Source: an optimization exercise on an open RTL-to-GDS flow (aim: small area and a short achievable clock period). Production flows keep margins and buffers that such runs may drop.
The RTL was checked by simulation tests, not by an equivalence proof against the original design.
Power and IR drop assume default switching activity.

===== flow/design.v =====
module running_average #(
  parameter N = 4,
  parameter DATAWIDTH = 32
)(
  input   wire        clk,
  input   wire        reset,
  input   wire [DATAWIDTH -1 : 0] data_i,
  output  wire [DATAWIDTH -1 : 0] average_o
);
reg  [31:0] s1, s2, s3;
wire [31:0] s3_n;
wire [29:0] avg;
ra_add_out u_out (.a(data_i), .b(s3), .r(reset), .y(avg));
ra_add_nxt u_nxt (.a(s1), .b(s2), .c(data_i), .y(s3_n));
always_ff @(posedge clk or posedge reset) begin
  if (reset) begin
    s1 <= '0;
    s2 <= '0;
    s3 <= '0;
  end else begin
    s1 <= data_i;
    s2 <= s1;
    s3 <= s3_n;
  end
end
assign average_o = {2'b00, avg};
endmodule
module ra_add_out (input wire [31:0] a, input wire [31:0] b, input wire r, output wire [29:0] y);
  wire n1;
  wire n2;
  wire n3;
  wire n4;
  wire n5;
  wire n6;
  wire n7;
  wire n8;
  wire n9;
  wire n10;
  wire n11;
  wire n12;
  wire n13;
  wire n14;
  wire n15;
  wire n16;
  wire n17;
  wire n18;
  wire n19;
  wire n20;
  wire n21;
  wire n22;
  wire n23;
  wire n24;
  wire n25;
  wire n26;
  wire n27;
  wire n28;
  wire n29;
  wire n30;
  wire n31;
  wire n32;
  wire n33;
  wire n34;
  wire n35;
  wire n36;
  wire n37;
  wire n38;
  wire n39;
  wire n40;
  wire n41;
  wire n42;
  wire n43;
  wire n44;
  wire n45;
  wire n46;
  wire n47;
  wire n48;
  wire n49;
  wire n50;
  wire n51;
  wire n52;
  wire n53;
  wire n54;
  wire n55;
  wire n56;
  wire n57;
  wire n58;
  wire n59;
  wire n60;
  wire n61;
  wire n62;
  wire n63;
  wire n64;
  wire n65;
  wire n66;
  wire n67;
  wire n68;
  wire n69;
  wire n70;
  wire n71;
  wire n72;
  wire n73;
  wire n74;
  wire n75;
  wire n76;
  wire n77;
  wire n78;
  wire n79;
  wire n80;
  wire n81;
  wire n82;
  wire n83;
  wire n84;
  wire n85;
  wire n86;
  wire n87;
  wire n88;
  wire n89;
  wire n90;
  wire n91;
  wire n92;
  wire n93;
  wire n94;
  wire n95;
  wire n96;
  wire n97;
  wire n98;
  wire n99;
  wire n100;
  wire n101;
  wire n102;
  wire n103;
  wire n104;
  wire n105;
  wire n106;
  wire n107;
  wire n108;
  wire n109;
  wire n110;
  wire n111;
  wire n112;
  wire n113;
  wire n114;
  wire n115;
  wire n116;
  wire n117;
  wire n118;
  wire n119;
  wire n120;
  wire n121;
  wire n122;
  wire n123;
  wire n124;
  wire n125;
  wire n126;
  wire n127;
  wire n128;
  wire n129;
  wire n130;
  wire n131;
  wire n132;
  wire n133;
  wire n134;
  wire n135;
  wire n136;
  wire n137;
  wire n138;
  wire n139;
  wire n140;
  wire n141;
  wire n142;
  wire n143;
  wire n144;
  wire n145;
  wire n146;
  wire n147;
  wire n148;
  wire n149;
  wire n150;
  wire n151;
  wire n152;
  wire n153;
  wire n154;
  wire n155;
  wire n156;
  wire n157;
  wire n158;
  wire n159;
  wire n160;
  wire n161;
  wire n162;
  wire n163;
  wire n164;
  wire n165;
  wire n166;
  wire n167;
  wire n168;
  wire n169;
  wire n171;
  wire n173;
  wire n175;
  wire n177;
  wire n179;
  wire n181;
  wire n183;
  wire n185;
  wire n187;
  wire n189;
  wire n191;
  wire n193;
  wire n195;
  wire n197;
  wire n199;
  wire n201;
  wire n203;
  wire n205;
  wire n207;
  wire n209;
  wire n211;
  wire n213;
  wire n215;
  wire n217;
  wire n219;
  wire n221;
  wire n223;
  wire n225;
  wire n227;
  wire n228;
  ra_nand2 g1 (.a(a[0]), .b(b[0]), .y(n1));
  ra_nor2 g2 (.a(a[0]), .b(b[0]), .y(n2));
  ra_nand2 g3 (.a(a[1]), .b(b[1]), .y(n3));
  ra_nor2 g4 (.a(a[1]), .b(b[1]), .y(n4));
  ra_nand2 g5 (.a(a[2]), .b(b[2]), .y(n5));
  ra_nor2 g6 (.a(a[2]), .b(b[2]), .y(n6));
  ra_nand2 g7 (.a(a[3]), .b(b[3]), .y(n7));
  ra_nor2 g8 (.a(a[3]), .b(b[3]), .y(n8));
  ra_nand2 g9 (.a(a[4]), .b(b[4]), .y(n9));
  ra_nor2 g10 (.a(a[4]), .b(b[4]), .y(n10));
  ra_nand2 g11 (.a(a[5]), .b(b[5]), .y(n11));
  ra_nor2 g12 (.a(a[5]), .b(b[5]), .y(n12));
  ra_nand2 g13 (.a(a[6]), .b(b[6]), .y(n13));
  ra_nor2 g14 (.a(a[6]), .b(b[6]), .y(n14));
  ra_nand2 g15 (.a(a[7]), .b(b[7]), .y(n15));
  ra_nor2 g16 (.a(a[7]), .b(b[7]), .y(n16));
  ra_nand2 g17 (.a(a[8]), .b(b[8]), .y(n17));
  ra_nor2 g18 (.a(a[8]), .b(b[8]), .y(n18));
  ra_nand2 g19 (.a(a[9]), .b(b[9]), .y(n19));
  ra_nor2 g20 (.a(a[9]), .b(b[9]), .y(n20));
  ra_nand2 g21 (.a(a[10]), .b(b[10]), .y(n21));
  ra_nor2 g22 (.a(a[10]), .b(b[10]), .y(n22));
  ra_nand2 g23 (.a(a[11]), .b(b[11]), .y(n23));
  ra_nor2 g24 (.a(a[11]), .b(b[11]), .y(n24));
  ra_nand2 g25 (.a(a[12]), .b(b[12]), .y(n25));
  ra_nor2 g26 (.a(a[12]), .b(b[12]), .y(n26));
  ra_nand2 g27 (.a(a[13]), .b(b[13]), .y(n27));
  ra_nor2 g28 (.a(a[13]), .b(b[13]), .y(n28));
  ra_nand2 g29 (.a(a[14]), .b(b[14]), .y(n29));
  ra_nor2 g30 (.a(a[14]), .b(b[14]), .y(n30));
  ra_nand2 g31 (.a(a[15]), .b(b[15]), .y(n31));
  ra_nor2 g32 (.a(a[15]), .b(b[15]), .y(n32));
  ra_nand2 g33 (.a(a[16]), .b(b[16]), .y(n33));
  ra_nor2 g34 (.a(a[16]), .b(b[16]), .y(n34));
  ra_nand2 g35 (.a(a[17]), .b(b[17]), .y(n35));
  ra_nor2 g36 (.a(a[17]), .b(b[17]), .y(n36));
  ra_nand2 g37 (.a(a[18]), .b(b[18]), .y(n37));
  ra_nor2 g38 (.a(a[18]), .b(b[18]), .y(n38));
  ra_nand2 g39 (.a(a[19]), .b(b[19]), .y(n39));
  ra_nor2 g40 (.a(a[19]), .b(b[19]), .y(n40));
  ra_nand2 g41 (.a(a[20]), .b(b[20]), .y(n41));
  ra_nor2 g42 (.a(a[20]), .b(b[20]), .y(n42));
  ra_nand2 g43 (.a(a[21]), .b(b[21]), .y(n43));
  ra_nor2 g44 (.a(a[21]), .b(b[21]), .y(n44));
  ra_nand2 g45 (.a(a[22]), .b(b[22]), .y(n45));
  ra_nor2 g46 (.a(a[22]), .b(b[22]), .y(n46));
  ra_nand2 g47 (.a(a[23]), .b(b[23]), .y(n47));
  ra_nor2 g48 (.a(a[23]), .b(b[23]), .y(n48));
  ra_nand2 g49 (.a(a[24]), .b(b[24]), .y(n49));
  ra_nor2 g50 (.a(a[24]), .b(b[24]), .y(n50));
  ra_nand2 g51 (.a(a[25]), .b(b[25]), .y(n51));
  ra_nor2 g52 (.a(a[25]), .b(b[25]), .y(n52));
  ra_nand2 g53 (.a(a[26]), .b(b[26]), .y(n53));
  ra_nor2 g54 (.a(a[26]), .b(b[26]), .y(n54));
  ra_nand2 g55 (.a(a[27]), .b(b[27]), .y(n55));
  ra_nor2 g56 (.a(a[27]), .b(b[27]), .y(n56));
  ra_nand2 g57 (.a(a[28]), .b(b[28]), .y(n57));
  ra_nor2 g58 (.a(a[28]), .b(b[28]), .y(n58));
  ra_nand2 g59 (.a(a[29]), .b(b[29]), .y(n59));
  ra_nor2 g60 (.a(a[29]), .b(b[29]), .y(n60));
  ra_nand2 g61 (.a(a[30]), .b(b[30]), .y(n61));
  ra_nor2 g62 (.a(a[30]), .b(b[30]), .y(n62));
  ra_oai21 g63 (.a1(n4), .a2(n1), .b1(n3), .y(n63));
  ra_oai21 g64 (.a1(n8), .a2(n5), .b1(n7), .y(n64));
  ra_nor2 g65 (.a(n8), .b(n6), .y(n65));
  ra_oai21 g66 (.a1(n12), .a2(n9), .b1(n11), .y(n66));
  ra_nor2 g67 (.a(n12), .b(n10), .y(n67));
  ra_oai21 g68 (.a1(n16), .a2(n13), .b1(n15), .y(n68));
  ra_nor2 g69 (.a(n16), .b(n14), .y(n69));
  ra_oai21 g70 (.a1(n20), .a2(n17), .b1(n19), .y(n70));
  ra_nor2 g71 (.a(n20), .b(n18), .y(n71));
  ra_oai21 g72 (.a1(n24), .a2(n21), .b1(n23), .y(n72));
  ra_nor2 g73 (.a(n24), .b(n22), .y(n73));
  ra_oai21 g74 (.a1(n28), .a2(n25), .b1(n27), .y(n74));
  ra_nor2 g75 (.a(n28), .b(n26), .y(n75));
  ra_oai21 g76 (.a1(n32), .a2(n29), .b1(n31), .y(n76));
  ra_nor2 g77 (.a(n32), .b(n30), .y(n77));
  ra_oai21 g78 (.a1(n36), .a2(n33), .b1(n35), .y(n78));
  ra_nor2 g79 (.a(n36), .b(n34), .y(n79));
  ra_oai21 g80 (.a1(n40), .a2(n37), .b1(n39), .y(n80));
  ra_nor2 g81 (.a(n40), .b(n38), .y(n81));
  ra_oai21 g82 (.a1(n44), .a2(n41), .b1(n43), .y(n82));
  ra_nor2 g83 (.a(n44), .b(n42), .y(n83));
  ra_oai21 g84 (.a1(n48), .a2(n45), .b1(n47), .y(n84));
  ra_nor2 g85 (.a(n48), .b(n46), .y(n85));
  ra_oai21 g86 (.a1(n52), .a2(n49), .b1(n51), .y(n86));
  ra_nor2 g87 (.a(n52), .b(n50), .y(n87));
  ra_oai21 g88 (.a1(n56), .a2(n53), .b1(n55), .y(n88));
  ra_nor2 g89 (.a(n56), .b(n54), .y(n89));
  ra_oai21 g90 (.a1(n60), .a2(n57), .b1(n59), .y(n90));
  ra_nor2 g91 (.a(n60), .b(n58), .y(n91));
  ra_aoi21 g92 (.a1(n65), .a2(n63), .b1(n64), .y(n92));
  ra_aoi21 g93 (.a1(n69), .a2(n66), .b1(n68), .y(n93));
  ra_nand2 g94 (.a(n69), .b(n67), .y(n94));
  ra_aoi21 g95 (.a1(n73), .a2(n70), .b1(n72), .y(n95));
  ra_nand2 g96 (.a(n73), .b(n71), .y(n96));
  ra_aoi21 g97 (.a1(n77), .a2(n74), .b1(n76), .y(n97));
  ra_nand2 g98 (.a(n77), .b(n75), .y(n98));
  ra_aoi21 g99 (.a1(n81), .a2(n78), .b1(n80), .y(n99));
  ra_nand2 g100 (.a(n81), .b(n79), .y(n100));
  ra_aoi21 g101 (.a1(n85), .a2(n82), .b1(n84), .y(n101));
  ra_nand2 g102 (.a(n85), .b(n83), .y(n102));
  ra_aoi21 g103 (.a1(n89), .a2(n86), .b1(n88), .y(n103));
  ra_nand2 g104 (.a(n89), .b(n87), .y(n104));
  ra_inv g105 (.a(n67), .y(n105));
  ra_o21bai g106 (.a1(n105), .a2(n92), .b1n(n66), .y(n106));
  ra_oai21 g107 (.a1(n94), .a2(n92), .b1(n93), .y(n107));
  ra_inv g108 (.a(n75), .y(n108));
  ra_o21bai g109 (.a1(n108), .a2(n95), .b1n(n74), .y(n109));
  ra_nor2b g110 (.a(n96), .bn(n75), .y(n110));
  ra_oai21 g111 (.a1(n98), .a2(n95), .b1(n97), .y(n111));
  ra_nor2 g112 (.a(n98), .b(n96), .y(n112));
  ra_inv g113 (.a(n83), .y(n113));
  ra_o21bai g114 (.a1(n113), .a2(n99), .b1n(n82), .y(n114));
  ra_nor2b g115 (.a(n100), .bn(n83), .y(n115));
  ra_oai21 g116 (.a1(n102), .a2(n99), .b1(n101), .y(n116));
  ra_nor2 g117 (.a(n102), .b(n100), .y(n117));
  ra_inv g118 (.a(n91), .y(n118));
  ra_o21bai g119 (.a1(n118), .a2(n103), .b1n(n90), .y(n119));
  ra_nor2b g120 (.a(n104), .bn(n91), .y(n120));
  ra_aoi21 g121 (.a1(n71), .a2(n107), .b1(n70), .y(n121));
  ra_inv g122 (.a(n96), .y(n122));
  ra_a21boi g123 (.a1(n122), .a2(n107), .b1n(n95), .y(n123));
  ra_aoi21 g124 (.a1(n110), .a2(n107), .b1(n109), .y(n124));
  ra_aoi21 g125 (.a1(n112), .a2(n107), .b1(n111), .y(n125));
  ra_aoi21 g126 (.a1(n87), .a2(n116), .b1(n86), .y(n126));
  ra_nand2 g127 (.a(n87), .b(n117), .y(n127));
  ra_inv g128 (.a(n104), .y(n128));
  ra_a21boi g129 (.a1(n128), .a2(n116), .b1n(n103), .y(n129));
  ra_nor2b g130 (.a(n104), .bn(n117), .y(n130));
  ra_aoi21 g131 (.a1(n120), .a2(n116), .b1(n119), .y(n131));
  ra_nand2 g132 (.a(n120), .b(n117), .y(n132));
  ra_inv g133 (.a(n79), .y(n133));
  ra_o21bai g134 (.a1(n133), .a2(n125), .b1n(n78), .y(n134));
  ra_oai21 g135 (.a1(n100), .a2(n125), .b1(n99), .y(n135));
  ra_inv g136 (.a(n115), .y(n136));
  ra_o21bai g137 (.a1(n136), .a2(n125), .b1n(n114), .y(n137));
  ra_inv g138 (.a(n117), .y(n138));
  ra_o21bai g139 (.a1(n138), .a2(n125), .b1n(n116), .y(n139));
  ra_oai21 g140 (.a1(n127), .a2(n125), .b1(n126), .y(n140));
  ra_inv g141 (.a(n130), .y(n141));
  ra_oai21 g142 (.a1(n141), .a2(n125), .b1(n129), .y(n142));
  ra_oai21 g143 (.a1(n132), .a2(n125), .b1(n131), .y(n143));
  ra_inv g144 (.a(n6), .y(n144));
  ra_a21boi g145 (.a1(n144), .a2(n63), .b1n(n5), .y(n145));
  ra_oai21 g146 (.a1(n10), .a2(n92), .b1(n9), .y(n146));
  ra_inv g147 (.a(n14), .y(n147));
  ra_a21boi g148 (.a1(n147), .a2(n106), .b1n(n13), .y(n148));
  ra_inv g149 (.a(n18), .y(n149));
  ra_a21boi g150 (.a1(n149), .a2(n107), .b1n(n17), .y(n150));
  ra_oai21 g151 (.a1(n22), .a2(n121), .b1(n21), .y(n151));
  ra_oai21 g152 (.a1(n26), .a2(n123), .b1(n25), .y(n152));
  ra_oai21 g153 (.a1(n30), .a2(n124), .b1(n29), .y(n153));
  ra_oai21 g154 (.a1(n34), .a2(n125), .b1(n33), .y(n154));
  ra_inv g155 (.a(n38), .y(n155));
  ra_a21boi g156 (.a1(n155), .a2(n134), .b1n(n37), .y(n156));
  ra_inv g157 (.a(n42), .y(n157));
  ra_a21boi g158 (.a1(n157), .a2(n135), .b1n(n41), .y(n158));
  ra_inv g159 (.a(n46), .y(n159));
  ra_a21boi g160 (.a1(n159), .a2(n137), .b1n(n45), .y(n160));
  ra_inv g161 (.a(n50), .y(n161));
  ra_a21boi g162 (.a1(n161), .a2(n139), .b1n(n49), .y(n162));
  ra_inv g163 (.a(n54), .y(n163));
  ra_a21boi g164 (.a1(n163), .a2(n140), .b1n(n53), .y(n164));
  ra_inv g165 (.a(n58), .y(n165));
  ra_a21boi g166 (.a1(n165), .a2(n142), .b1n(n57), .y(n166));
  ra_inv g167 (.a(n62), .y(n167));
  ra_a21boi g168 (.a1(n167), .a2(n143), .b1n(n61), .y(n168));
  ra_nor3b g169 (.a(n6), .b(r), .cn(n5), .y(n169));
  ra_xor2 g170 (.a(n169), .b(n63), .y(y[0]));
  ra_nor3b g171 (.a(n8), .b(r), .cn(n7), .y(n171));
  ra_xnor2 g172 (.a(n171), .b(n145), .y(y[1]));
  ra_nor3b g173 (.a(n10), .b(r), .cn(n9), .y(n173));
  ra_xnor2 g174 (.a(n173), .b(n92), .y(y[2]));
  ra_nor3b g175 (.a(n12), .b(r), .cn(n11), .y(n175));
  ra_xor2 g176 (.a(n175), .b(n146), .y(y[3]));
  ra_nor3b g177 (.a(n14), .b(r), .cn(n13), .y(n177));
  ra_xor2 g178 (.a(n177), .b(n106), .y(y[4]));
  ra_nor3b g179 (.a(n16), .b(r), .cn(n15), .y(n179));
  ra_xnor2 g180 (.a(n179), .b(n148), .y(y[5]));
  ra_nor3b g181 (.a(n18), .b(r), .cn(n17), .y(n181));
  ra_xor2 g182 (.a(n181), .b(n107), .y(y[6]));
  ra_nor3b g183 (.a(n20), .b(r), .cn(n19), .y(n183));
  ra_xnor2 g184 (.a(n183), .b(n150), .y(y[7]));
  ra_nor3b g185 (.a(n22), .b(r), .cn(n21), .y(n185));
  ra_xnor2 g186 (.a(n185), .b(n121), .y(y[8]));
  ra_nor3b g187 (.a(n24), .b(r), .cn(n23), .y(n187));
  ra_xor2 g188 (.a(n187), .b(n151), .y(y[9]));
  ra_nor3b g189 (.a(n26), .b(r), .cn(n25), .y(n189));
  ra_xnor2 g190 (.a(n189), .b(n123), .y(y[10]));
  ra_nor3b g191 (.a(n28), .b(r), .cn(n27), .y(n191));
  ra_xor2 g192 (.a(n191), .b(n152), .y(y[11]));
  ra_nor3b g193 (.a(n30), .b(r), .cn(n29), .y(n193));
  ra_xnor2 g194 (.a(n193), .b(n124), .y(y[12]));
  ra_nor3b g195 (.a(n32), .b(r), .cn(n31), .y(n195));
  ra_xor2 g196 (.a(n195), .b(n153), .y(y[13]));
  ra_nor3b g197 (.a(n34), .b(r), .cn(n33), .y(n197));
  ra_xnor2 g198 (.a(n197), .b(n125), .y(y[14]));
  ra_nor3b g199 (.a(n36), .b(r), .cn(n35), .y(n199));
  ra_xor2 g200 (.a(n199), .b(n154), .y(y[15]));
  ra_nor3b g201 (.a(n38), .b(r), .cn(n37), .y(n201));
  ra_xor2 g202 (.a(n201), .b(n134), .y(y[16]));
  ra_nor3b g203 (.a(n40), .b(r), .cn(n39), .y(n203));
  ra_xnor2 g204 (.a(n203), .b(n156), .y(y[17]));
  ra_nor3b g205 (.a(n42), .b(r), .cn(n41), .y(n205));
  ra_xor2 g206 (.a(n205), .b(n135), .y(y[18]));
  ra_nor3b g207 (.a(n44), .b(r), .cn(n43), .y(n207));
  ra_xnor2 g208 (.a(n207), .b(n158), .y(y[19]));
  ra_nor3b g209 (.a(n46), .b(r), .cn(n45), .y(n209));
  ra_xor2 g210 (.a(n209), .b(n137), .y(y[20]));
  ra_nor3b g211 (.a(n48), .b(r), .cn(n47), .y(n211));
  ra_xnor2 g212 (.a(n211), .b(n160), .y(y[21]));
  ra_nor3b g213 (.a(n50), .b(r), .cn(n49), .y(n213));
  ra_xor2 g214 (.a(n213), .b(n139), .y(y[22]));
  ra_nor3b g215 (.a(n52), .b(r), .cn(n51), .y(n215));
  ra_xnor2 g216 (.a(n215), .b(n162), .y(y[23]));
  ra_nor3b g217 (.a(n54), .b(r), .cn(n53), .y(n217));
  ra_xor2 g218 (.a(n217), .b(n140), .y(y[24]));
  ra_nor3b g219 (.a(n56), .b(r), .cn(n55), .y(n219));
  ra_xnor2 g220 (.a(n219), .b(n164), .y(y[25]));
  ra_nor3b g221 (.a(n58), .b(r), .cn(n57), .y(n221));
  ra_xor2 g222 (.a(n221), .b(n142), .y(y[26]));
  ra_nor3b g223 (.a(n60), .b(r), .cn(n59), .y(n223));
  ra_xnor2 g224 (.a(n223), .b(n166), .y(y[27]));
  ra_nor3b g225 (.a(n62), .b(r), .cn(n61), .y(n225));
  ra_xor2 g226 (.a(n225), .b(n143), .y(y[28]));
  ra_xnor2 g227 (.a(a[31]), .b(b[31]), .y(n227));
  ra_nor2 g228 (.a(n227), .b(r), .y(n228));
  ra_xnor2 g229 (.a(n228), .b(n168), .y(y[29]));
endmodule
module ra_add_nxt (input wire [31:0] a, input wire [31:0] b, input wire [31:0] c, output wire [31:0] y);
  wire [31:0] fs;
  wire [32:0] fc;
  wire hs1;
  wire hc1;
  wire hs2;
  wire hc2;
  wire hs3;
  wire hc3;
  wire hs4;
  wire hc4;
  wire hs5;
  wire hc5;
  wire hs6;
  wire hc6;
  wire hs7;
  wire hc7;
  wire hs8;
  wire hc8;
  wire hs9;
  wire hc9;
  wire hs10;
  wire hc10;
  wire hs11;
  wire hc11;
  wire hs12;
  wire hc12;
  wire hs13;
  wire hc13;
  wire hs14;
  wire hc14;
  wire hs15;
  wire hc15;
  wire hs16;
  wire hc16;
  wire hs17;
  wire hc17;
  wire hs18;
  wire hc18;
  wire hs19;
  wire hc19;
  wire hs20;
  wire hc20;
  wire hs21;
  wire hc21;
  wire hs22;
  wire hc22;
  wire hs23;
  wire hc23;
  wire hs24;
  wire hc24;
  wire hs25;
  wire hc25;
  wire hs26;
  wire hc26;
  wire hs27;
  wire hc27;
  wire hs28;
  wire hc28;
  wire hs29;
  wire hc29;
  wire hs30;
  wire hc30;
  wire n1;
  wire n2;
  wire n3;
  wire n4;
  wire n5;
  wire n6;
  wire n7;
  wire n8;
  wire n9;
  wire n10;
  wire n11;
  wire n12;
  wire n13;
  wire n14;
  wire n15;
  wire n16;
  wire n17;
  wire n18;
  wire n19;
  wire n20;
  wire n21;
  wire n22;
  wire n23;
  wire n24;
  wire n25;
  wire n26;
  wire n27;
  wire n28;
  wire n29;
  wire n30;
  wire n31;
  wire n32;
  wire n33;
  wire n34;
  wire n35;
  wire n36;
  wire n37;
  wire n38;
  wire n39;
  wire n40;
  wire n41;
  wire n42;
  wire n43;
  wire n44;
  wire n45;
  wire n46;
  wire n47;
  wire n48;
  wire n49;
  wire n50;
  wire n51;
  wire n52;
  wire n53;
  wire n54;
  wire n55;
  wire n56;
  wire n57;
  wire n58;
  wire n59;
  wire n60;
  wire n61;
  wire n62;
  wire n63;
  wire n64;
  wire n65;
  wire n66;
  wire n67;
  wire n68;
  wire n69;
  wire n70;
  wire n71;
  wire n72;
  wire n73;
  wire n74;
  wire n75;
  wire n76;
  wire n77;
  wire n78;
  wire n79;
  wire n80;
  wire n81;
  wire n82;
  wire n83;
  wire n84;
  wire n85;
  wire n86;
  wire n87;
  wire n88;
  wire n89;
  wire n120;
  ra_fa f0 (.a(c[0]), .b(a[0]), .ci(b[0]), .s(fs[0]), .co(fc[1]));
  ra_fa f1 (.a(c[1]), .b(a[1]), .ci(b[1]), .s(fs[1]), .co(fc[2]));
  ra_fa f2 (.a(c[2]), .b(a[2]), .ci(b[2]), .s(fs[2]), .co(fc[3]));
  ra_fa f3 (.a(c[3]), .b(a[3]), .ci(b[3]), .s(fs[3]), .co(fc[4]));
  ra_fa f4 (.a(c[4]), .b(a[4]), .ci(b[4]), .s(fs[4]), .co(fc[5]));
  ra_fa f5 (.a(c[5]), .b(a[5]), .ci(b[5]), .s(fs[5]), .co(fc[6]));
  ra_fa f6 (.a(c[6]), .b(a[6]), .ci(b[6]), .s(fs[6]), .co(fc[7]));
  ra_fa f7 (.a(c[7]), .b(a[7]), .ci(b[7]), .s(fs[7]), .co(fc[8]));
  ra_fa f8 (.a(c[8]), .b(a[8]), .ci(b[8]), .s(fs[8]), .co(fc[9]));
  ra_fa f9 (.a(c[9]), .b(a[9]), .ci(b[9]), .s(fs[9]), .co(fc[10]));
  ra_fa f10 (.a(c[10]), .b(a[10]), .ci(b[10]), .s(fs[10]), .co(fc[11]));
  ra_fa f11 (.a(c[11]), .b(a[11]), .ci(b[11]), .s(fs[11]), .co(fc[12]));
  ra_fa f12 (.a(c[12]), .b(a[12]), .ci(b[12]), .s(fs[12]), .co(fc[13]));
  ra_fa f13 (.a(c[13]), .b(a[13]), .ci(b[13]), .s(fs[13]), .co(fc[14]));
  ra_fa f14 (.a(c[14]), .b(a[14]), .ci(b[14]), .s(fs[14]), .co(fc[15]));
  ra_fa f15 (.a(c[15]), .b(a[15]), .ci(b[15]), .s(fs[15]), .co(fc[16]));
  ra_fa f16 (.a(c[16]), .b(a[16]), .ci(b[16]), .s(fs[16]), .co(fc[17]));
  ra_fa f17 (.a(c[17]), .b(a[17]), .ci(b[17]), .s(fs[17]), .co(fc[18]));
  ra_fa f18 (.a(c[18]), .b(a[18]), .ci(b[18]), .s(fs[18]), .co(fc[19]));
  ra_fa f19 (.a(c[19]), .b(a[19]), .ci(b[19]), .s(fs[19]), .co(fc[20]));
  ra_fa f20 (.a(c[20]), .b(a[20]), .ci(b[20]), .s(fs[20]), .co(fc[21]));
  ra_fa f21 (.a(c[21]), .b(a[21]), .ci(b[21]), .s(fs[21]), .co(fc[22]));
  ra_fa f22 (.a(c[22]), .b(a[22]), .ci(b[22]), .s(fs[22]), .co(fc[23]));
  ra_fa f23 (.a(c[23]), .b(a[23]), .ci(b[23]), .s(fs[23]), .co(fc[24]));
  ra_fa f24 (.a(c[24]), .b(a[24]), .ci(b[24]), .s(fs[24]), .co(fc[25]));
  ra_fa f25 (.a(c[25]), .b(a[25]), .ci(b[25]), .s(fs[25]), .co(fc[26]));
  ra_fa f26 (.a(c[26]), .b(a[26]), .ci(b[26]), .s(fs[26]), .co(fc[27]));
  ra_fa f27 (.a(c[27]), .b(a[27]), .ci(b[27]), .s(fs[27]), .co(fc[28]));
  ra_fa f28 (.a(c[28]), .b(a[28]), .ci(b[28]), .s(fs[28]), .co(fc[29]));
  ra_fa f29 (.a(c[29]), .b(a[29]), .ci(b[29]), .s(fs[29]), .co(fc[30]));
  ra_fa f30 (.a(c[30]), .b(a[30]), .ci(b[30]), .s(fs[30]), .co(fc[31]));
  ra_fa f31 (.a(c[31]), .b(a[31]), .ci(b[31]), .s(fs[31]), .co(fc[32]));
  ra_ha h1 (.a(fs[1]), .b(fc[1]), .s(hs1), .co(hc1));
  ra_ha h2 (.a(fs[2]), .b(fc[2]), .s(hs2), .co(hc2));
  ra_ha h3 (.a(fs[3]), .b(fc[3]), .s(hs3), .co(hc3));
  ra_ha h4 (.a(fs[4]), .b(fc[4]), .s(hs4), .co(hc4));
  ra_ha h5 (.a(fs[5]), .b(fc[5]), .s(hs5), .co(hc5));
  ra_ha h6 (.a(fs[6]), .b(fc[6]), .s(hs6), .co(hc6));
  ra_ha h7 (.a(fs[7]), .b(fc[7]), .s(hs7), .co(hc7));
  ra_ha h8 (.a(fs[8]), .b(fc[8]), .s(hs8), .co(hc8));
  ra_ha h9 (.a(fs[9]), .b(fc[9]), .s(hs9), .co(hc9));
  ra_ha h10 (.a(fs[10]), .b(fc[10]), .s(hs10), .co(hc10));
  ra_ha h11 (.a(fs[11]), .b(fc[11]), .s(hs11), .co(hc11));
  ra_ha h12 (.a(fs[12]), .b(fc[12]), .s(hs12), .co(hc12));
  ra_ha h13 (.a(fs[13]), .b(fc[13]), .s(hs13), .co(hc13));
  ra_ha h14 (.a(fs[14]), .b(fc[14]), .s(hs14), .co(hc14));
  ra_ha h15 (.a(fs[15]), .b(fc[15]), .s(hs15), .co(hc15));
  ra_ha h16 (.a(fs[16]), .b(fc[16]), .s(hs16), .co(hc16));
  ra_ha h17 (.a(fs[17]), .b(fc[17]), .s(hs17), .co(hc17));
  ra_ha h18 (.a(fs[18]), .b(fc[18]), .s(hs18), .co(hc18));
  ra_ha h19 (.a(fs[19]), .b(fc[19]), .s(hs19), .co(hc19));
  ra_ha h20 (.a(fs[20]), .b(fc[20]), .s(hs20), .co(hc20));
  ra_ha h21 (.a(fs[21]), .b(fc[21]), .s(hs21), .co(hc21));
  ra_ha h22 (.a(fs[22]), .b(fc[22]), .s(hs22), .co(hc22));
  ra_ha h23 (.a(fs[23]), .b(fc[23]), .s(hs23), .co(hc23));
  ra_ha h24 (.a(fs[24]), .b(fc[24]), .s(hs24), .co(hc24));
  ra_ha h25 (.a(fs[25]), .b(fc[25]), .s(hs25), .co(hc25));
  ra_ha h26 (.a(fs[26]), .b(fc[26]), .s(hs26), .co(hc26));
  ra_ha h27 (.a(fs[27]), .b(fc[27]), .s(hs27), .co(hc27));
  ra_ha h28 (.a(fs[28]), .b(fc[28]), .s(hs28), .co(hc28));
  ra_ha h29 (.a(fs[29]), .b(fc[29]), .s(hs29), .co(hc29));
  ra_ha h30 (.a(fs[30]), .b(fc[30]), .s(hs30), .co(hc30));
  ra_aoi21 g1 (.a1(hs2), .a2(hc1), .b1(hc2), .y(n1));
  ra_aoi21 g2 (.a1(hs4), .a2(hc3), .b1(hc4), .y(n2));
  ra_nand2 g3 (.a(hs4), .b(hs3), .y(n3));
  ra_aoi21 g4 (.a1(hs6), .a2(hc5), .b1(hc6), .y(n4));
  ra_nand2 g5 (.a(hs6), .b(hs5), .y(n5));
  ra_aoi21 g6 (.a1(hs8), .a2(hc7), .b1(hc8), .y(n6));
  ra_nand2 g7 (.a(hs8), .b(hs7), .y(n7));
  ra_aoi21 g8 (.a1(hs10), .a2(hc9), .b1(hc10), .y(n8));
  ra_nand2 g9 (.a(hs10), .b(hs9), .y(n9));
  ra_aoi21 g10 (.a1(hs12), .a2(hc11), .b1(hc12), .y(n10));
  ra_nand2 g11 (.a(hs12), .b(hs11), .y(n11));
  ra_aoi21 g12 (.a1(hs14), .a2(hc13), .b1(hc14), .y(n12));
  ra_nand2 g13 (.a(hs14), .b(hs13), .y(n13));
  ra_aoi21 g14 (.a1(hs16), .a2(hc15), .b1(hc16), .y(n14));
  ra_nand2 g15 (.a(hs16), .b(hs15), .y(n15));
  ra_aoi21 g16 (.a1(hs18), .a2(hc17), .b1(hc18), .y(n16));
  ra_nand2 g17 (.a(hs18), .b(hs17), .y(n17));
  ra_aoi21 g18 (.a1(hs20), .a2(hc19), .b1(hc20), .y(n18));
  ra_nand2 g19 (.a(hs20), .b(hs19), .y(n19));
  ra_aoi21 g20 (.a1(hs22), .a2(hc21), .b1(hc22), .y(n20));
  ra_nand2 g21 (.a(hs22), .b(hs21), .y(n21));
  ra_aoi21 g22 (.a1(hs24), .a2(hc23), .b1(hc24), .y(n22));
  ra_nand2 g23 (.a(hs24), .b(hs23), .y(n23));
  ra_aoi21 g24 (.a1(hs26), .a2(hc25), .b1(hc26), .y(n24));
  ra_nand2 g25 (.a(hs26), .b(hs25), .y(n25));
  ra_aoi21 g26 (.a1(hs28), .a2(hc27), .b1(hc28), .y(n26));
  ra_nand2 g27 (.a(hs28), .b(hs27), .y(n27));
  ra_aoi21 g28 (.a1(hs30), .a2(hc29), .b1(hc30), .y(n28));
  ra_nand2 g29 (.a(hs30), .b(hs29), .y(n29));
  ra_oai21 g30 (.a1(n3), .a2(n1), .b1(n2), .y(n30));
  ra_oai21 g31 (.a1(n7), .a2(n4), .b1(n6), .y(n31));
  ra_nor2 g32 (.a(n7), .b(n5), .y(n32));
  ra_oai21 g33 (.a1(n11), .a2(n8), .b1(n10), .y(n33));
  ra_nor2 g34 (.a(n11), .b(n9), .y(n34));
  ra_oai21 g35 (.a1(n15), .a2(n12), .b1(n14), .y(n35));
  ra_nor2 g36 (.a(n15), .b(n13), .y(n36));
  ra_oai21 g37 (.a1(n19), .a2(n16), .b1(n18), .y(n37));
  ra_nor2 g38 (.a(n19), .b(n17), .y(n38));
  ra_oai21 g39 (.a1(n23), .a2(n20), .b1(n22), .y(n39));
  ra_nor2 g40 (.a(n23), .b(n21), .y(n40));
  ra_oai21 g41 (.a1(n27), .a2(n24), .b1(n26), .y(n41));
  ra_nor2 g42 (.a(n27), .b(n25), .y(n42));
  ra_aoi21 g43 (.a1(n32), .a2(n30), .b1(n31), .y(n43));
  ra_aoi21 g44 (.a1(n36), .a2(n33), .b1(n35), .y(n44));
  ra_nand2 g45 (.a(n36), .b(n34), .y(n45));
  ra_aoi21 g46 (.a1(n40), .a2(n37), .b1(n39), .y(n46));
  ra_nand2 g47 (.a(n40), .b(n38), .y(n47));
  ra_inv g48 (.a(n34), .y(n48));
  ra_o21bai g49 (.a1(n48), .a2(n43), .b1n(n33), .y(n49));
  ra_oai21 g50 (.a1(n45), .a2(n43), .b1(n44), .y(n50));
  ra_inv g51 (.a(n42), .y(n51));
  ra_o21bai g52 (.a1(n51), .a2(n46), .b1n(n41), .y(n52));
  ra_nor2b g53 (.a(n47), .bn(n42), .y(n53));
  ra_aoi21 g54 (.a1(n38), .a2(n50), .b1(n37), .y(n54));
  ra_inv g55 (.a(n47), .y(n55));
  ra_a21boi g56 (.a1(n55), .a2(n50), .b1n(n46), .y(n56));
  ra_aoi21 g57 (.a1(n53), .a2(n50), .b1(n52), .y(n57));
  ra_inv g58 (.a(n5), .y(n58));
  ra_a21boi g59 (.a1(n58), .a2(n30), .b1n(n4), .y(n59));
  ra_oai21 g60 (.a1(n9), .a2(n43), .b1(n8), .y(n60));
  ra_inv g61 (.a(n13), .y(n61));
  ra_a21boi g62 (.a1(n61), .a2(n49), .b1n(n12), .y(n62));
  ra_inv g63 (.a(n17), .y(n63));
  ra_a21boi g64 (.a1(n63), .a2(n50), .b1n(n16), .y(n64));
  ra_oai21 g65 (.a1(n21), .a2(n54), .b1(n20), .y(n65));
  ra_oai21 g66 (.a1(n25), .a2(n56), .b1(n24), .y(n66));
  ra_oai21 g67 (.a1(n29), .a2(n57), .b1(n28), .y(n67));
  ra_inv g68 (.a(hs3), .y(n68));
  ra_o21bai g69 (.a1(n68), .a2(n1), .b1n(hc3), .y(n69));
  ra_aoi21 g70 (.a1(hs5), .a2(n30), .b1(hc5), .y(n70));
  ra_inv g71 (.a(hs7), .y(n71));
  ra_o21bai g72 (.a1(n71), .a2(n59), .b1n(hc7), .y(n72));
  ra_inv g73 (.a(hs9), .y(n73));
  ra_o21bai g74 (.a1(n73), .a2(n43), .b1n(hc9), .y(n74));
  ra_aoi21 g75 (.a1(hs11), .a2(n60), .b1(hc11), .y(n75));
  ra_aoi21 g76 (.a1(hs13), .a2(n49), .b1(hc13), .y(n76));
  ra_inv g77 (.a(hs15), .y(n77));
  ra_o21bai g78 (.a1(n77), .a2(n62), .b1n(hc15), .y(n78));
  ra_aoi21 g79 (.a1(hs17), .a2(n50), .b1(hc17), .y(n79));
  ra_inv g80 (.a(hs19), .y(n80));
  ra_o21bai g81 (.a1(n80), .a2(n64), .b1n(hc19), .y(n81));
  ra_inv g82 (.a(hs21), .y(n82));
  ra_o21bai g83 (.a1(n82), .a2(n54), .b1n(hc21), .y(n83));
  ra_aoi21 g84 (.a1(hs23), .a2(n65), .b1(hc23), .y(n84));
  ra_inv g85 (.a(hs25), .y(n85));
  ra_o21bai g86 (.a1(n85), .a2(n56), .b1n(hc25), .y(n86));
  ra_aoi21 g87 (.a1(hs27), .a2(n66), .b1(hc27), .y(n87));
  ra_inv g88 (.a(hs29), .y(n88));
  ra_o21bai g89 (.a1(n88), .a2(n57), .b1n(hc29), .y(n89));
  assign y[0] = fs[0];
  assign fc[0] = 1'b0;
  ra_xor2 g90 (.a(fs[1]), .b(fc[1]), .y(y[1]));
  ra_xor2 g91 (.a(hs2), .b(hc1), .y(y[2]));
  ra_xnor2 g92 (.a(hs3), .b(n1), .y(y[3]));
  ra_xor2 g93 (.a(hs4), .b(n69), .y(y[4]));
  ra_xor2 g94 (.a(hs5), .b(n30), .y(y[5]));
  ra_xnor2 g95 (.a(hs6), .b(n70), .y(y[6]));
  ra_xnor2 g96 (.a(hs7), .b(n59), .y(y[7]));
  ra_xor2 g97 (.a(hs8), .b(n72), .y(y[8]));
  ra_xnor2 g98 (.a(hs9), .b(n43), .y(y[9]));
  ra_xor2 g99 (.a(hs10), .b(n74), .y(y[10]));
  ra_xor2 g100 (.a(hs11), .b(n60), .y(y[11]));
  ra_xnor2 g101 (.a(hs12), .b(n75), .y(y[12]));
  ra_xor2 g102 (.a(hs13), .b(n49), .y(y[13]));
  ra_xnor2 g103 (.a(hs14), .b(n76), .y(y[14]));
  ra_xnor2 g104 (.a(hs15), .b(n62), .y(y[15]));
  ra_xor2 g105 (.a(hs16), .b(n78), .y(y[16]));
  ra_xor2 g106 (.a(hs17), .b(n50), .y(y[17]));
  ra_xnor2 g107 (.a(hs18), .b(n79), .y(y[18]));
  ra_xnor2 g108 (.a(hs19), .b(n64), .y(y[19]));
  ra_xor2 g109 (.a(hs20), .b(n81), .y(y[20]));
  ra_xnor2 g110 (.a(hs21), .b(n54), .y(y[21]));
  ra_xor2 g111 (.a(hs22), .b(n83), .y(y[22]));
  ra_xor2 g112 (.a(hs23), .b(n65), .y(y[23]));
  ra_xnor2 g113 (.a(hs24), .b(n84), .y(y[24]));
  ra_xnor2 g114 (.a(hs25), .b(n56), .y(y[25]));
  ra_xor2 g115 (.a(hs26), .b(n86), .y(y[26]));
  ra_xor2 g116 (.a(hs27), .b(n66), .y(y[27]));
  ra_xnor2 g117 (.a(hs28), .b(n87), .y(y[28]));
  ra_xnor2 g118 (.a(hs29), .b(n57), .y(y[29]));
  ra_xor2 g119 (.a(hs30), .b(n89), .y(y[30]));
  ra_xor2 g120 (.a(fs[31]), .b(fc[31]), .y(n120));
  ra_xor2 g121 (.a(n120), .b(n67), .y(y[31]));
endmodule
module ra_fa (input wire a, input wire b, input wire ci, output wire s, output wire co);
  assign s = a ^ b ^ ci;
  assign co = (a & b) | (ci & (a ^ b));
endmodule
module ra_ha (input wire a, input wire b, output wire s, output wire co);
  assign s = a ^ b;
  assign co = a & b;
endmodule
module ra_a21boi (input wire a1, input wire a2, input wire b1n, output wire y);
  assign y = ~((a1 & a2) | ~b1n);
endmodule
module ra_aoi21 (input wire a1, input wire a2, input wire b1, output wire y);
  assign y = ~((a1 & a2) | b1);
endmodule
module ra_inv (input wire a, output wire y);
  assign y = ~a;
endmodule
module ra_nand2 (input wire a, input wire b, output wire y);
  assign y = ~(a & b);
endmodule
module ra_nor2 (input wire a, input wire b, output wire y);
  assign y = ~(a | b);
endmodule
module ra_nor2b (input wire a, input wire bn, output wire y);
  assign y = ~(a | ~bn);
endmodule
module ra_nor3b (input wire a, input wire b, input wire cn, output wire y);
  assign y = ~(a | b | ~cn);
endmodule
module ra_o21bai (input wire a1, input wire a2, input wire b1n, output wire y);
  assign y = ~((a1 | a2) & ~b1n);
endmodule
module ra_oai21 (input wire a1, input wire a2, input wire b1, output wire y);
  assign y = ~((a1 | a2) & b1);
endmodule
module ra_xnor2 (input wire a, input wire b, output wire y);
  assign y = ~(a ^ b);
endmodule
module ra_xor2 (input wire a, input wire b, output wire y);
  assign y = a ^ b;
endmodule

===== flow/flow/run.sh =====
#!/bin/bash
set -euo pipefail
here=$(pwd)
DU_DEFAULT=$(cat flow/default_dont_use.txt)
DU_BIG=$(cat flow/big_cells.txt)
bash standard.sh DONT_USE_CELLS="$DU_DEFAULT $DU_BIG" synth > "$here/synth.log" 2>&1
args=()
if [[ -f flow/pnr_args.txt ]]; then
  while IFS= read -r line; do
    [[ -n "$line" && "$line" != \#* ]] && args+=("$line")
  done < flow/pnr_args.txt
fi
bash standard.sh "${args[@]}" finish > "$here/pnr.log" 2>&1

===== flow/flow/big_cells.txt =====
sky130_fd_sc_hd__a2111o_2 sky130_fd_sc_hd__a2111o_4 sky130_fd_sc_hd__a2111oi_2 sky130_fd_sc_hd__a2111oi_4 sky130_fd_sc_hd__a211o_2 sky130_fd_sc_hd__a211o_4 sky130_fd_sc_hd__a211oi_2 sky130_fd_sc_hd__a211oi_4 sky130_fd_sc_hd__a21bo_2 sky130_fd_sc_hd__a21bo_4 sky130_fd_sc_hd__a21boi_2 sky130_fd_sc_hd__a21boi_4 sky130_fd_sc_hd__a21o_2 sky130_fd_sc_hd__a21o_4 sky130_fd_sc_hd__a21oi_2 sky130_fd_sc_hd__a21oi_4 sky130_fd_sc_hd__a221o_2 sky130_fd_sc_hd__a221o_4 sky130_fd_sc_hd__a221oi_2 sky130_fd_sc_hd__a221oi_4 sky130_fd_sc_hd__a22o_2 sky130_fd_sc_hd__a22o_4 sky130_fd_sc_hd__a22oi_2 sky130_fd_sc_hd__a22oi_4 sky130_fd_sc_hd__a2bb2o_2 sky130_fd_sc_hd__a2bb2o_4 sky130_fd_sc_hd__a2bb2oi_2 sky130_fd_sc_hd__a2bb2oi_4 sky130_fd_sc_hd__a311o_2 sky130_fd_sc_hd__a311o_4 sky130_fd_sc_hd__a311oi_2 sky130_fd_sc_hd__a311oi_4 sky130_fd_sc_hd__a31o_2 sky130_fd_sc_hd__a31o_4 sky130_fd_sc_hd__a31oi_2 sky130_fd_sc_hd__a31oi_4 sky130_fd_sc_hd__a32o_2 sky130_fd_sc_hd__a32o_4 sky130_fd_sc_hd__a32oi_2 sky130_fd_sc_hd__a32oi_4 sky130_fd_sc_hd__a41o_2 sky130_fd_sc_hd__a41o_4 sky130_fd_sc_hd__a41oi_2 sky130_fd_sc_hd__a41oi_4 sky130_fd_sc_hd__and2_2 sky130_fd_sc_hd__and2_4 sky130_fd_sc_hd__and2b_2 sky130_fd_sc_hd__and2b_4 sky130_fd_sc_hd__and3_2 sky130_fd_sc_hd__and3_4 sky130_fd_sc_hd__and3b_2 sky130_fd_sc_hd__and3b_4 sky130_fd_sc_hd__and4_2 sky130_fd_sc_hd__and4_4 sky130_fd_sc_hd__and4b_2 sky130_fd_sc_hd__and4b_4 sky130_fd_sc_hd__and4bb_2 sky130_fd_sc_hd__and4bb_4 sky130_fd_sc_hd__fa_2 sky130_fd_sc_hd__fa_4 sky130_fd_sc_hd__ha_2 sky130_fd_sc_hd__ha_4 sky130_fd_sc_hd__inv_12 sky130_fd_sc_hd__inv_16 sky130_fd_sc_hd__inv_2 sky130_fd_sc_hd__inv_4 sky130_fd_sc_hd__inv_6 sky130_fd_sc_hd__inv_8 sky130_fd_sc_hd__maj3_2 sky130_fd_sc_hd__maj3_4 sky130_fd_sc_hd__mux2_2 sky130_fd_sc_hd__mux2_4 sky130_fd_sc_hd__mux2_8 sky130_fd_sc_hd__mux2i_2 sky130_fd_sc_hd__mux2i_4 sky130_fd_sc_hd__mux4_2 sky130_fd_sc_hd__mux4_4 sky130_fd_sc_hd__nand2_2 sky130_fd_sc_hd__nand2_4 sky130_fd_sc_hd__nand2_8 sky130_fd_sc_hd__nand2b_2 sky130_fd_sc_hd__nand2b_4 sky130_fd_sc_hd__nand3_2 sky130_fd_sc_hd__nand3_4 sky130_fd_sc_hd__nand3b_2 sky130_fd_sc_hd__nand3b_4 sky130_fd_sc_hd__nand4_2 sky130_fd_sc_hd__nand4_4 sky130_fd_sc_hd__nand4b_2 sky130_fd_sc_hd__nand4b_4 sky130_fd_sc_hd__nand4bb_2 sky130_fd_sc_hd__nand4bb_4 sky130_fd_sc_hd__nor2_2 sky130_fd_sc_hd__nor2_4 sky130_fd_sc_hd__nor2_8 sky130_fd_sc_hd__nor2b_2 sky130_fd_sc_hd__nor2b_4 sky130_fd_sc_hd__nor3_2 sky130_fd_sc_hd__nor3_4 sky130_fd_sc_hd__nor3b_2 sky130_fd_sc_hd__nor3b_4 sky130_fd_sc_hd__nor4_2 sky130_fd_sc_hd__nor4_4 sky130_fd_sc_hd__nor4b_2 sky130_fd_sc_hd__nor4b_4 sky130_fd_sc_hd__nor4bb_2 sky130_fd_sc_hd__nor4bb_4 sky130_fd_sc_hd__o2111a_2 sky130_fd_sc_hd__o2111a_4 sky130_fd_sc_hd__o2111ai_2 sky130_fd_sc_hd__o2111ai_4 sky130_fd_sc_hd__o211a_2 sky130_fd_sc_hd__o211a_4 sky130_fd_sc_hd__o211ai_2 sky130_fd_sc_hd__o211ai_4 sky130_fd_sc_hd__o21a_2 sky130_fd_sc_hd__o21a_4 sky130_fd_sc_hd__o21ai_2 sky130_fd_sc_hd__o21ai_4 sky130_fd_sc_hd__o21ba_2 sky130_fd_sc_hd__o21ba_4 sky130_fd_sc_hd__o21bai_2 sky130_fd_sc_hd__o21bai_4 sky130_fd_sc_hd__o221a_2 sky130_fd_sc_hd__o221a_4 sky130_fd_sc_hd__o221ai_2 sky130_fd_sc_hd__o221ai_4 sky130_fd_sc_hd__o22a_2 sky130_fd_sc_hd__o22a_4 sky130_fd_sc_hd__o22ai_2 sky130_fd_sc_hd__o22ai_4 sky130_fd_sc_hd__o2bb2a_2 sky130_fd_sc_hd__o2bb2a_4 sky130_fd_sc_hd__o2bb2ai_2 sky130_fd_sc_hd__o2bb2ai_4 sky130_fd_sc_hd__o311a_2 sky130_fd_sc_hd__o311a_4 sky130_fd_sc_hd__o311ai_2 sky130_fd_sc_hd__o311ai_4 sky130_fd_sc_hd__o31a_2 sky130_fd_sc_hd__o31a_4 sky130_fd_sc_hd__o31ai_2 sky130_fd_sc_hd__o31ai_4 sky130_fd_sc_hd__o32a_2 sky130_fd_sc_hd__o32a_4 sky130_fd_sc_hd__o32ai_2 sky130_fd_sc_hd__o32ai_4 sky130_fd_sc_hd__o41a_2 sky130_fd_sc_hd__o41a_4 sky130_fd_sc_hd__o41ai_2 sky130_fd_sc_hd__o41ai_4 sky130_fd_sc_hd__or2_2 sky130_fd_sc_hd__or2_4 sky130_fd_sc_hd__or2b_2 sky130_fd_sc_hd__or2b_4 sky130_fd_sc_hd__or3_2 sky130_fd_sc_hd__or3_4 sky130_fd_sc_hd__or3b_2 sky130_fd_sc_hd__or3b_4 sky130_fd_sc_hd__or4_2 sky130_fd_sc_hd__or4_4 sky130_fd_sc_hd__or4b_2 sky130_fd_sc_hd__or4b_4 sky130_fd_sc_hd__or4bb_2 sky130_fd_sc_hd__or4bb_4 sky130_fd_sc_hd__xnor2_2 sky130_fd_sc_hd__xnor2_4 sky130_fd_sc_hd__xnor3_2 sky130_fd_sc_hd__xnor3_4 sky130_fd_sc_hd__xor2_2 sky130_fd_sc_hd__xor2_4 sky130_fd_sc_hd__xor3_2 sky130_fd_sc_hd__xor3_4

===== flow/flow/default_dont_use.txt =====
sky130_fd_sc_hd__probe_p_8 sky130_fd_sc_hd__probec_p_8 sky130_fd_sc_hd__lpflow_bleeder_1 sky130_fd_sc_hd__lpflow_clkbufkapwr_1 sky130_fd_sc_hd__lpflow_clkbufkapwr_16 sky130_fd_sc_hd__lpflow_clkbufkapwr_2 sky130_fd_sc_hd__lpflow_clkbufkapwr_4 sky130_fd_sc_hd__lpflow_clkbufkapwr_8 sky130_fd_sc_hd__lpflow_clkinvkapwr_1 sky130_fd_sc_hd__lpflow_clkinvkapwr_16 sky130_fd_sc_hd__lpflow_clkinvkapwr_2 sky130_fd_sc_hd__lpflow_clkinvkapwr_4 sky130_fd_sc_hd__lpflow_clkinvkapwr_8 sky130_fd_sc_hd__lpflow_decapkapwr_12 sky130_fd_sc_hd__lpflow_decapkapwr_3 sky130_fd_sc_hd__lpflow_decapkapwr_4 sky130_fd_sc_hd__lpflow_decapkapwr_6 sky130_fd_sc_hd__lpflow_decapkapwr_8 sky130_fd_sc_hd__lpflow_inputiso0n_1 sky130_fd_sc_hd__lpflow_inputiso0p_1 sky130_fd_sc_hd__lpflow_inputiso1n_1 sky130_fd_sc_hd__lpflow_inputiso1p_1 sky130_fd_sc_hd__lpflow_inputisolatch_1 sky130_fd_sc_hd__lpflow_isobufsrc_1 sky130_fd_sc_hd__lpflow_isobufsrc_16 sky130_fd_sc_hd__lpflow_isobufsrc_2 sky130_fd_sc_hd__lpflow_isobufsrc_4 sky130_fd_sc_hd__lpflow_isobufsrc_8 sky130_fd_sc_hd__lpflow_isobufsrckapwr_16 sky130_fd_sc_hd__lpflow_lsbuf_lh_hl_isowell_tap_1 sky130_fd_sc_hd__lpflow_lsbuf_lh_hl_isowell_tap_2 sky130_fd_sc_hd__lpflow_lsbuf_lh_hl_isowell_tap_4 sky130_fd_sc_hd__lpflow_lsbuf_lh_isowell_4 sky130_fd_sc_hd__lpflow_lsbuf_lh_isowell_tap_1 sky130_fd_sc_hd__lpflow_lsbuf_lh_isowell_tap_2 sky130_fd_sc_hd__lpflow_lsbuf_lh_isowell_tap_4 

===== flow/flow/pnr_args.txt =====
BUFFER_PORTS_ARGS=-buffer_cell sky130_fd_sc_hd__buf_1

===== flow/standard.sh =====
#!/bin/bash
# synth_recipe.tcl (not shown) runs the flow's synth.tcl, then flattens the netlist and writes it again
# the make line also repeats each setting of config.mk as NAME=value (left out here)
make -C /OpenROAD-flow-scripts/flow DESIGN_CONFIG=/design/flow/config.mk WORK_HOME=/design/flow/orfs CLKGATE_MAP_FILE= SYNTH_SCRIPT=/design/flow/synth_recipe.tcl "${@:-finish}"

===== flow/config.mk =====
export PLATFORM = sky130hd
export DESIGN_NAME = running_average
export DESIGN_NICKNAME = running_average
export VERILOG_FILES = /design/flow/design.v
export SDC_FILE = /design/flow/constraint.sdc
export NUM_CORES = 4
export LEC_CHECK = 0
export CAP_MARGIN = 0
export CORE_MARGIN = 2
export CORE_UTILIZATION = 60
export CTS_BUF_LIST = sky130_fd_sc_hd__clkbuf_4 sky130_fd_sc_hd__clkbuf_8
export SETUP_SLACK_MARGIN = 2.6
export SLEW_MARGIN = 0
export SYNTH_HIERARCHICAL = 1

===== flow/constraint.sdc =====
create_clock -name core_clock -period 7.0 [get_ports {clk}]
set_input_delay 1.4000 -clock core_clock [delete_from_list [all_inputs] [get_ports {clk}]]
set_output_delay 1.4000 -clock core_clock [all_outputs]
set_load 0.01 [all_outputs]

==> metrics.md, run 1 <==
| Metric | Value |
|---|---|
| Mean post-synth cell area | 10.6 µm² |
| Largest net degree at the start of global routing | about 50 |
| CP cell instances | clkbuf_2, nor2_2, o21ai_1, a21oi_2, o21ai_4, a21oi_4, buf_12, o21ai_2, a21boi_1, xnor2_1, buf_1 |
| Number of core rows | 34 |
| Root buffer cell | clkbuf_8 |
| Hold depth | 0 |
| Clock sink total | between 90 and 100 |
| Top Ports | 66 |
| Min-Delay Path Class | reg2reg |
| Library cells used by synthesis | 16 |
| Switching Fraction | between 40 and 50% |
| Worst Hold Launch | s1[10] |
| Pint | 1.38 mW |
| Power Dens Cells | ~360 mW/mm² |
| DRC | 0 |
| N_diodes | 0 |
| Synthesized area | roughly 0.0054 mm² |
| H-tree lvl count | 3 |
| Max-slew violation count | 0 |
| Filler Cells Inserted | 623 |
| Core area | 0.00872 mm² |
| Clock latency on the worst-skew pair | 0.36 ns |
| Worst-case clock buffer depth | 2 |
| Fmax | around 0.23 GHz |
| Reg2reg path depth | 10 |
| Final hold slack | 0.405 ns |
| Period Utilization, post-route | approximately 62% |
| Worst path buffer plus inverter count | 3 |
| CTS tree | done |
| Vias per Instance | approximately 5.3 |
| Die footprint | 0.00980 mm² |
| Cells after Synth | about 510 |
| Power share of the sequential group | 31.2% |
| WL/cell | roughly 15 µm |
| Post-Route WL | between 10000 and 15000 µm |
| Number of routed nets with antenna violations | 0 |
| Final setup violating endpoints | 0 |
| Outcome | no timing/DRC/antenna violations |
| Syn-to-layout area delta | 18.8% |
| Die X | a little under 100 µm |
| RSZ-0062 raised after global routing | true |
| Fin nets | between 600 and 700 |
| Port Buf Inserts | 63 |
| Crit path launch type | primary input |
| Worst-case hold path end point | s2[10] |
| Remaining Overflow, GRT | 0 |
| Post-DP HPWL | approximately 7600 µm |
| Worst R2R End | s3[28] |
| Clk slew on worst S/H paths | ~0.1 ns |
| FF-to-FF Start | s1[2] |
| Worst-Margin Slew | around 0.61 ns |
| Antenna violations before repair | 0 |
| Data required, critical path | 5.60 ns |
| Post-synth EDFFs | 0 |
| Register bit total from synthesis | between 90 and 100 |
| Post-synthesis sequential area ratio | between 40% and 50% |
| Synth top area share | between 40 and 50% |
| Most numerous cell in the Yosys netlist | dfrtp_1 |
| Worst-path fanout max | 8 |
| Pleak | 2.82 nW |
| Max-Slew Margin vs Limit | around 59% |
| Clock Skew | around 0.01 ns |
| Cell family with most CP delay | compound AO/OA/AOI/OAI gates |
| Critical path's largest stage delay | approximately 0.2 ns |
| RePlAce Congestion | 0.816 |
| Share of cells above drive strength 1 | between 20% and 30% |
| Worst vdd ir | between 0.0002 and 0.00025 V |
| Die H | 99 µm |
| Setup_tns | 0 ns |
| Max-cap viol count | 0 |
| Clock Power Share | 17.2% |
| Fraction of registers with async set/reset | 100% |
| Starting Density | between 60% and 70% |
| Logic gate share of total power | between 50 and 60% |
| Top cells by area, synth | dfrtp_1 44%, fa_1 12%, ha_1 6.9%, xor2_1 5.3%, xnor2_1 4.9% |
| Num CTS Buffers | 9 |
| DRT Pass-1 Iters | 5 |
| Minimum clock period | between 4 and 5 ns |
| Hold Violations, Final | 0 |
| Commonest cells in the netlist | 96 x dfrtp_1, 55 x nand2_1, 53 x nor2_1 |
| First-pass GRT wire length | approximately 18000 µm |
| Reg2Reg Setup Slack | roughly 3.6 ns |
| Via count | between 3000 and 4000 |
| Overall Global Routing Usage | between 20% and 30% |
| Yosys warns | 7 |
| Worst setup path category | in2out |
| Cell taking the most area after synthesis | dfrtp_1 |
| Slowest stage cell, crit path | a21oi_2 |
| Net Sw Power | 0.950 mW |
| Worst setup EP type | output pin |
| Vias in the first global route | between 3000 and 4000 |
| Main flop type after synthesis | dfrtp_1 |
| Initial drt markers | approximately 130 |
| Worst path arrival time | about 3.0 ns |
-- Yosys stat by module (local to each module, per instance), a selection --
module / flip-flops and latches / cells inside / copies in the design / area, µm²
ra_nor2b: 0 / 1 / 5 / 6.26
ra_nand2: 0 / 1 / 55 / 3.75
ra_nor2: 0 / 1 / 53 / 3.75
ra_fa: 0 / 1 / 32 / 20.0
ra_xnor2: 0 / 1 / 30 / 8.76
ra_nor3b: 0 / 1 / 29 / 7.51
ra_xor2: 0 / 1 / 33 / 8.76
ra_aoi21: 0 / 1 / 38 / 5.00
-- cell type report --
class	count	area, µm²	area share (%)
multi-input combinational	379	3140	48.8
clock inverter	6	90.1	1.40
inverter	35	134	2.08
sequential	96	2400	37.3
tap	108	135	2.10
clock buffer	10	131	2.04
timing repair buffer	74	400	6.22
-- what timing repair did --
action	CTS	global route
hold buffers	0	0
gates cloned	0	0
endpoints found under the hold margin	0	0
setup endpoints to repair	23	24
pin swaps	9	12
buffers inserted	6	3
gates resized for setup	44	73
-- cell usage in the layout (no fill, tap or decap), types with 3 or more instances in the layout --
cell type and n:
inv_1 34, buf_4 10, buf_2 14, o21ai_2 7, fa_1 32, a21boi_1 8, nor2_1 30, nor2b_1 4
xor2_1 33, o21ai_4 5, clkbuf_2 14, nor3b_1 29, nand2_1 51, dfrtp_1 96, a21oi_2 8, ha_1 30
o21ai_1 27, a21oi_1 29, nor2_2 18, nor2_4 5, a21boi_2 8, buf_6 3, buf_1 31, xnor2_1 30
o21bai_1 14, clkbuf_8 9
-- logic make-up (layout without fill, tap and decap cells) --
| group | Yosys count | after routing | synth area share, % |
|---|---|---|---|
| AOI/OAI and AO/OA | 110 | 110 | 11.7 |
| xor gates and xnor gates | 63 | 63 | 10.2 |
| adders and majority gates | 62 | 62 | 18.8 |
| buffers and inverters | 38 | 125 | 2.84 |
| DFF | 96 | 96 | 44.4 |
| other | 1 | 2 | 0.0692 |
| and+or+nand+nor | 142 | 142 | 12.1 |
-- stage by stage --
step / std cells / power, mW / cell area, µm² / setup WS, ns / utilization, %
after CTS: 705 / 2.24 / 6200 / 2.60 / 71.0
after global placement: 683 / 1.69 / 5790 / 1.89 / 66.4
final: 708 / 2.33 / 6430 / 2.64 / 73.8
after floorplan: 513 / 1.45 / 5420 / 2.69 / -
after detailed placement: 683 / 1.71 / 5790 / 1.83 / 66.4
after global routing: 708 / 2.50 / 6430 / 2.50 / 73.8
-- worst max-delay path by stage --
stage / start / slack [ns] / cells after the start / to
global route: data_i[0] / 2.50 / 12 / average_o[23]
finish: data_i[5] / 2.64 / 11 / average_o[19]
global placement: data_i[2] / 1.89 / 10 / average_o[21]
floorplan: data_i[0] / 2.69 / 8 / average_o[17]
CTS: data_i[1] / 2.60 / 12 / average_o[23]
detailed placement: data_i[2] / 1.83 / 10 / average_o[27]
-- power groups by stage --
| stage | combinational [mW] | sequential [mW] | clock [mW] |
|---|---|---|---|
| floorplan | 0.733 | 0.714 | 0 |
| global placement | 0.964 | 0.725 | 0 |
| detailed placement | 0.987 | 0.727 | 0 |
| CTS | 1.11 | 0.718 | 0.414 |
| global route | 1.33 | 0.741 | 0.435 |
| finish | 1.20 | 0.728 | 0.402 |
-- sequential cells by signal (all words and copies together), names as in the netlist --
register	cells
s1	32
s2	32
s3	32
-- per-layer routing --
layer | wire length, µm | vias to the layer above | part of all wire [%] | track usage (%)
met3 | 398 | 16 | 3.8 | 4.11
met2 | 5300 | 83 | 51 | 38.2
met1 | 4640 | 1818 | 44 | 29.5
met5 | 0 | - | 0 | 0
li1 | - | 1853 | - | -
met4 | 154 | 0 | 1.5 | 7.06
==> run 2: changes to the inputs <==
--- a/flow/config.mk
+++ b/flow/config.mk
@@ -11,4 +11,5 @@
 export CTS_BUF_LIST = sky130_fd_sc_hd__clkbuf_4 sky130_fd_sc_hd__clkbuf_8
-export SETUP_SLACK_MARGIN = 2.6
+export SETUP_SLACK_MARGIN = 2.5
 export SLEW_MARGIN = 0
 export SYNTH_HIERARCHICAL = 1
+export TNS_END_PERCENT = 20
==> run 2 against run 1 <==
First-iteration DRC count shrank 16%. Cell area shrank 3.7%. Critical path type unchanged. Synthesized area is the same. Largest cell class unchanged. Flip-flop and latch count is the same. Utilization shrank 2.7 points. Routed wire length shrank 0.95%. Register-to-register slack gained 0.02 ns. Global-route usage is essentially flat. Synthesized cell count is the same. Still clean. Maximum frequency shrank 3.0%. Sequential share of layout area grew 1.4 points. Via count grew 1.4%.
==> metrics.md, run 2 <==
| Metric | Value |
|---|---|
| Minimum clock period | between 4 and 5 ns |
| Initial drt markers | between 100 and 150 |
| Filler Cells Inserted | 675 |
| Worst setup path category | in2out |
| RePlAce Congestion | around 0.8 |
| Worst-case clock buffer depth | 2 |
| First-pass GRT wire length | between 15000 and 20000 µm |
| CTS tree | done |
| Top Ports | 66 |
| Commonest cells in the netlist | 96 x dfrtp_1, 55 x nand2_1, 53 x nor2_1 |
| Total power | about 2.2 mW |
| Worst-Margin Slew | 0.641 ns |
| DRC | 0 |
| Fin nets | 688 |
| Number of routed nets with antenna violations | 0 |
| Worst vdd ir | between 0.0002 and 0.00025 V |
| Final Non-Filler Cells | 705 |
| Num CTS Buffers | 9 |
| Post-DP HPWL | just under 8000 µm |
| Commonest non-fill, non-tap cells in the layout | 96 x dfrtp_1, 54 x nand2_1, 41 x nor2_1, 38 x buf_1, 34 x inv_1 |
| Starting Density | between 60 and 70% |
| Top cells by area, synth | dfrtp_1 44%, fa_1 12%, ha_1 6.9%, xor2_1 5.3%, xnor2_1 4.9% |
| Mean post-synth cell area | 10.6 µm² |
| Via count | 3821 |
| Library cells used by synthesis | 16 |
| Die footprint | about 0.0098 mm² |
| Die H | approximately 100 µm |
| Max-Slew Margin vs Limit | 57.0% |
| Data required, critical path | roughly 5.6 ns |
| Number of core rows | 34 |
| Largest net degree at the start of global routing | 53 |
| Vias in the first global route | 3866 |
| Max-cap viol count | 0 |
| DP Cell Count | 684 |
| N_diodes | 0 |
| Main flop type after synthesis | dfrtp_1 |
| Clock latency on the worst-skew pair | roughly 0.37 ns |
| Overall Global Routing Usage | 22.5% |
| Outcome | no timing/DRC/antenna violations |
| Worst setup EP type | output pin |
| Biggest regs | s1: 32 flops, s2: 32 flops, s3: 32 flops |
| Hold depth | 0 |
| Clock sink total | 96 |
| Root buffer cell | clkbuf_8 |
| Synthesized area | roughly 0.0054 mm² |
| Most numerous cell in the Yosys netlist | dfrtp_1 |
| Pleak | between 2 and 3 nW |
| Cell taking the most area after synthesis | dfrtp_1 |
| Min-Delay Path Class | reg2reg |
| Most common cell after layout, fill and taps aside | dfrtp_1 |
| Vias per Instance | 5.42 |
| Antenna violations before repair | 0 |
| Period Utilization, post-route | between 60% and 70% |
| Worst path arrival time | just over 3 ns |
| RSZ-0062 raised after global routing | true |
| Clk slew on worst S/H paths | ~0.09 ns |
| Share of cells above drive strength 1 | 13.6% |
| Post-synthesis sequential area ratio | about 44% |
| Fraction of registers with async set/reset | 100% |
| Crit path launch type | primary input |
| WL/cell | 14.7 µm |
| Power Dens Cells | 354 mW/mm² |
| Reg2reg path depth | 10 |
| Remaining Overflow, GRT | 0 |
| Register bit total from synthesis | between 90 and 100 |
| Die X | between 90 and 100 µm |
| Setup_tns | 0 ns |
| Core area | between 0.008 and 0.009 mm² |
| Max-slew violation count | 0 |
| Syn-to-layout area delta | 14.4% |
| Port Buf Inserts | between 60 and 70 |
-- run 2: cell types whose count changed in the layout (fill, tap and decap cells not counted), moves of 7 or more --
cell	before	now
buf_2	14	4
nor2_2	18	7
buf_1	31	38
nor2_1	30	41
clkbuf_2	14	21
-- run 2: cell families after synthesis --
group                      synth area share, %
DFF                                       44.4
other                                   0.0692
xor gates and xnor gates                  10.2
AOI/OAI and AO/OA                         11.7
and+or+nand+nor                           12.1
buffers and inverters                     2.84
adders and majority gates                 18.8
-- run 2: where the power goes --
| part | switching [mW] | leakage (nW) | internal, mW |
|---|---|---|---|
| logic | 0.645 | 1.52 | 0.470 |
| clock network | 0.213 | 0.0874 | 0.137 |
| registers | 0.0661 | 1.12 | 0.660 |
| total | 0.924 | 2.72 | 1.27 |
-- run 2: repair_timing --
| item | 4_1_cts | 5_1_grt |
|---|---|---|
| pin swaps | 2 | 9 |
| buffers inserted | 2 | 2 |
| cloned | 0 | 1 |
| gates resized for setup | 13 | 54 |
| endpoints found under the setup margin | 22 | 19 |
-- run 2: stage by stage --
| step | util, % | setup slack [ns] | hold slack (ns) | area, µm² |
|---|---|---|---|---|
| global placement | 66.4 | 2.06 | 0.388 | 5790 |
| floorplan | - | 2.55 | 0.386 | 5420 |
| finish | 71.0 | 2.50 | 0.414 | 6200 |
| CTS | 69.3 | 2.51 | 0.415 | 6040 |
| global route | 71.0 | 2.43 | 0.425 | 6200 |
| detailed placement | 66.4 | 2.01 | 0.395 | 5790 |
-- run 2: worst max-delay path, cell delays in order --
cell and delay (ns):
clkbuf_2 0.13, nor2_2 0.15, nor2_1 0.08, a21oi_2 0.20, o21ai_2 0.11, a21oi_2 0.25
buf_6 0.19, o21ai_1 0.10, a21boi_1 0.19, xnor2_1 0.13, buf_2 0.15
-- run 2: per-module statistics from Yosys (local to each module, per instance), excerpt --
| module | cells | cell area (µm²) | flops+latches |
|---|---|---|---|
| running_average | 100 | 2420 | 96 |
| ra_fa | 1 | 20.0 | 0 |
| ra_ha | 1 | 12.5 | 0 |
| ra_xnor2 | 1 | 8.76 | 0 |
| ra_xor2 | 1 | 8.76 | 0 |
| ra_o21bai | 1 | 7.51 | 0 |
| ra_add_nxt | 1 | 7.51 | 0 |
| ra_nor3b | 1 | 7.51 | 0 |
| ra_a21boi | 1 | 7.51 | 0 |
| ra_nor2b | 1 | 6.26 | 0 |
| ra_oai21 | 1 | 5.00 | 0 |
| ra_aoi21 | 1 | 5.00 | 0 |
| ra_inv | 1 | 3.75 | 0 |
| ra_nor2 | 1 | 3.75 | 0 |
-- run 2: final timing paths --
kind	start	end	slack, ns
worst min register to register	s1[19]	s2[19]	0.41
worst min-delay path	s1[19]	s2[19]	0.41
max in group asynchronous	reset	s2[4]	4.62
worst max register to register	s1[2]	s3[28]	3.62
min in group asynchronous	reset	s2[14]	1.36
worst max-delay path	data_i[2]	average_o[19]	2.50
-- run 2: cell type report --
class,instances,area (µm²),area share [%]
clock buffer,9,124,2.00
inverter,35,134,2.16
timing repair buffer,71,348,5.61
sequential,96,2400,38.8
tap,108,135,2.18
clock inverter,7,65.1,1.05
multi-input combinational,379,2990,48.2
-- run 2: per-layer routing --
layer	global-route usage [%]	routed length (µm)	vias up
met5	0	0	-
met1	29.8	4710	1894
met2	36.9	5190	64
met3	4.33	328	12
li1	-	-	1851
met4	8.96	166	0

Setup slack of run 2, layout unchanged: 2.503 ns with ideal ports, 2.481 ns with driving cells assumed (clock clkbuf_16, inputs buf_2), 2.468 ns with port delays also shifted by the 0.397 ns mid clock arrival.
